Source: an optimization exercise on an open RTL-to-GDS flow (aim: a short achievable clock period and few clock cycles). Production flows keep margins and buffers that such runs may drop. The RTL was checked by simulation tests, not by an equivalence proof against the original design.

Setup of job 3707:
==> module muldiv, before the edit <==
module muldiv (
  input clk, rst, start_mul, start_div,
  input [31:0] a, b,
  output reg busy,
  output last,
  output reg [31:0] hi, lo);
  localparam R4 = 6;
  reg        is_div;
  reg [31:0] sq, sr, sd;
  reg [33:0] sd3;
  reg [1:0]  cnt;
  wire [63:0] prod;
  mul32 u_mul(.a(sq), .b(sd), .p(prod));
  wire [33:0] d3_new;
  ksadd #(34) u_d3(.a({2'b0, b}), .b({1'b0, b, 1'b0}), .cin(1'b0), .s(d3_new), .cout());
  wire [31:0] qs [0:R4];
  wire [31:0] rs [0:R4];
  assign qs[0] = sq;
  assign rs[0] = sr;
  genvar k;
  generate
    for (k = 0; k < R4; k = k + 1) begin : g_step
      wire [33:0] x = {rs[k], qs[k][31:30]};
      wire [33:0] t1, t2, t3;
      wire ge1, ge2, ge3;
      ksadd #(34) u1(.a(x), .b(~{2'b0, sd}), .cin(1'b1), .s(t1), .cout(ge1));
      ksadd #(34) u2(.a(x), .b(~{1'b0, sd, 1'b0}), .cin(1'b1), .s(t2), .cout(ge2));
      ksadd #(34) u3(.a(x), .b(~sd3), .cin(1'b1), .s(t3), .cout(ge3));
      assign rs[k+1] = ge3 ? t3[31:0] : ge2 ? t2[31:0] : ge1 ? t1[31:0] : x[31:0];
      assign qs[k+1] = {qs[k][29:0], ge2, ge3 | (ge1 & ~ge2)};
    end
  endgenerate
  assign last = busy & (~is_div | (cnt == 2'd2));
  always @(posedge clk) begin
    if (start_mul | start_div) begin
      sq  <= a;
      sr  <= 32'b0;
      sd  <= b;
      sd3 <= d3_new;
    end else if (busy) begin
      sq <= qs[R4];
      sr <= rs[R4];
    end
    if (last) begin
      if (is_div) begin
        hi <= qs[4];
        lo <= rs[4];
      end else begin
        hi <= prod[63:32];
        lo <= prod[31:0];
      end
    end
  end
  always @(posedge clk or posedge rst) begin
    if (rst) begin
      busy   <= 1'b0;
      is_div <= 1'b0;
      cnt    <= 2'd0;
    end else if (start_mul | start_div) begin
      busy   <= 1'b1;
      is_div <= start_div;
      cnt    <= 2'd0;
    end else if (busy) begin
      busy <= ~last;
      cnt  <= cnt + 2'd1;
    end
  end
endmodule
clock: 100.0 ns
lec_check: 0
cap_margin: 40
core_margin: 2
core_utilization: 45
slew_margin: 30
synth_hierarchical: 1
standard.sh (not shown) runs the stock make flow with config.mk's settings and CLKGATE_MAP_FILE= SYNTH_SCRIPT=/design/flow/synth_recipe.tcl, a recipe that flattens the netlist after the stock synthesis.
==> flow/flow/run.sh <==
#!/bin/bash
# The standard layout (the standard.sh, unchanged synthesis), with these
# differences in how timing repair works; the clock period and constraints
# are the design's:
#  - the repair steps are asked to leave a setup margin well above zero, so
#    they keep improving the paths to and from the ports;
#  - the port buffers are buf_8 cells, and repair may resize cells across
#    footprints.
# make's full output goes to standard_make.log here; ORFS keeps each step's
# own log under orfs/logs.
set -euo pipefail
bash standard.sh SETUP_SLACK_MARGIN=78.5 MATCH_CELL_FOOTPRINT=0 \
  "BUFFER_PORTS_ARGS=-buffer_cell sky130_fd_sc_hd__buf_8" finish > standard_make.log 2>&1
Testbench counts of job 3707, summed over its fixed seeds: cycles 28,907.
For job 9494, these inputs were changed with respect to job 3707:
--- a/flow/design.v
+++ b/flow/design.v
@@ -574,53 +574,46 @@
     | ({32{s_hi}}   & hi)
     | ({32{s_lo}}   & lo);
 endmodule
-module muldiv (
+module muldiv #(parameter STEPS = 8) (
   input clk, rst, start_mul, start_div,
   input [31:0] a, b,
   output reg busy,
   output last,
   output reg [31:0] hi, lo);
-  localparam R4 = 6;
+  localparam CYC = (32 + STEPS - 1) / STEPS;
   reg        is_div;
   reg [31:0] sq, sr, sd;
-  reg [33:0] sd3;
-  reg [1:0]  cnt;
+  reg [5:0]  cnt;
   wire [63:0] prod;
   mul32 u_mul(.a(sq), .b(sd), .p(prod));
-  wire [33:0] d3_new;
-  ksadd #(34) u_d3(.a({2'b0, b}), .b({1'b0, b, 1'b0}), .cin(1'b0), .s(d3_new), .cout());
-  wire [31:0] qs [0:R4];
-  wire [31:0] rs [0:R4];
+  wire [31:0] qs [0:STEPS];
+  wire [31:0] rs [0:STEPS];
   assign qs[0] = sq;
   assign rs[0] = sr;
   genvar k;
   generate
-    for (k = 0; k < R4; k = k + 1) begin : g_step
-      wire [33:0] x = {rs[k], qs[k][31:30]};
-      wire [33:0] t1, t2, t3;
-      wire ge1, ge2, ge3;
-      ksadd #(34) u1(.a(x), .b(~{2'b0, sd}), .cin(1'b1), .s(t1), .cout(ge1));
-      ksadd #(34) u2(.a(x), .b(~{1'b0, sd, 1'b0}), .cin(1'b1), .s(t2), .cout(ge2));
-      ksadd #(34) u3(.a(x), .b(~sd3), .cin(1'b1), .s(t3), .cout(ge3));
-      assign rs[k+1] = ge3 ? t3[31:0] : ge2 ? t2[31:0] : ge1 ? t1[31:0] : x[31:0];
-      assign qs[k+1] = {qs[k][29:0], ge2, ge3 | (ge1 & ~ge2)};
+    for (k = 0; k < STEPS; k = k + 1) begin : g_step
+      wire [32:0] t;
+      wire ge;
+      ksadd #(33) u(.a({rs[k], qs[k][31]}), .b(~{1'b0, sd}), .cin(1'b1), .s(t), .cout(ge));
+      assign rs[k+1] = ge ? t[31:0] : {rs[k][30:0], qs[k][31]};
+      assign qs[k+1] = {qs[k][30:0], ge};
     end
   endgenerate
-  assign last = busy & (~is_div | (cnt == 2'd2));
+  assign last = busy & (~is_div | (cnt == CYC - 1));
   always @(posedge clk) begin
     if (start_mul | start_div) begin
-      sq  <= a;
-      sr  <= 32'b0;
-      sd  <= b;
-      sd3 <= d3_new;
+      sq <= a;
+      sr <= 32'b0;
+      sd <= b;
     end else if (busy) begin
-      sq <= qs[R4];
-      sr <= rs[R4];
+      sq <= qs[STEPS];
+      sr <= rs[STEPS];
     end
     if (last) begin
       if (is_div) begin
-        hi <= qs[4];
-        lo <= rs[4];
+        hi <= qs[STEPS];
+        lo <= rs[STEPS];
       end else begin
         hi <= prod[63:32];
         lo <= prod[31:0];
@@ -631,14 +624,14 @@
     if (rst) begin
       busy   <= 1'b0;
       is_div <= 1'b0;
-      cnt    <= 2'd0;
+      cnt    <= 6'd0;
     end else if (start_mul | start_div) begin
       busy   <= 1'b1;
       is_div <= start_div;
-      cnt    <= 2'd0;
+      cnt    <= 6'd0;
     end else if (busy) begin
       busy <= ~last;
-      cnt  <= cnt + 2'd1;
+      cnt  <= cnt + 6'd1;
     end
   end
 endmodule
==> summary.txt <==
- In job 9494 relative to job 3707, cell count after synthesis had gone down by more than 10%.
- Looking at final cell area excluding filler cells, job 9494 sits 0.025 mm^2 below job 3707.
- Between job 9494 and job 3707, first-pass GRT wire length is higher for job 3707, job 9494 comes in under that.
- Re number of flip-flops and latches: job 3707 was higher than job 9494.
Testbench counts of job 9494, summed over its fixed seeds: cycles 28,997.

## what the ideal ports hide
Ports are ideal in the flow. The routed layouts listed here were re-timed in OpenROAD. Step 1: set_driving_cell puts a clkbuf_16 on clk and a buf_2 on each other input, an assumption about the parent block. Step 2 also shifts input and output timing later by t, the mid clock arrival at the registers, as if the neighbouring blocks saw the same clock. Slacks: ideal ports / drivers / drivers and shift; pairs: ideal ports / drivers.
run | t (ns) | slack for setup (ns) | slew at the worst register clock pin (ns)
job 3707 | 0.993 | 77.635 / 77.472 / 76.479 | 0.07 / 0.07
job 9494 | 0.960 | 77.741 / 77.457 / 76.498 | 0.07 / 0.07
After both steps every run listed still meets setup and hold. The setup slack of job 9494, which loses most, moves by -0.284 ns with the drivers and by -1.243 ns with both steps.
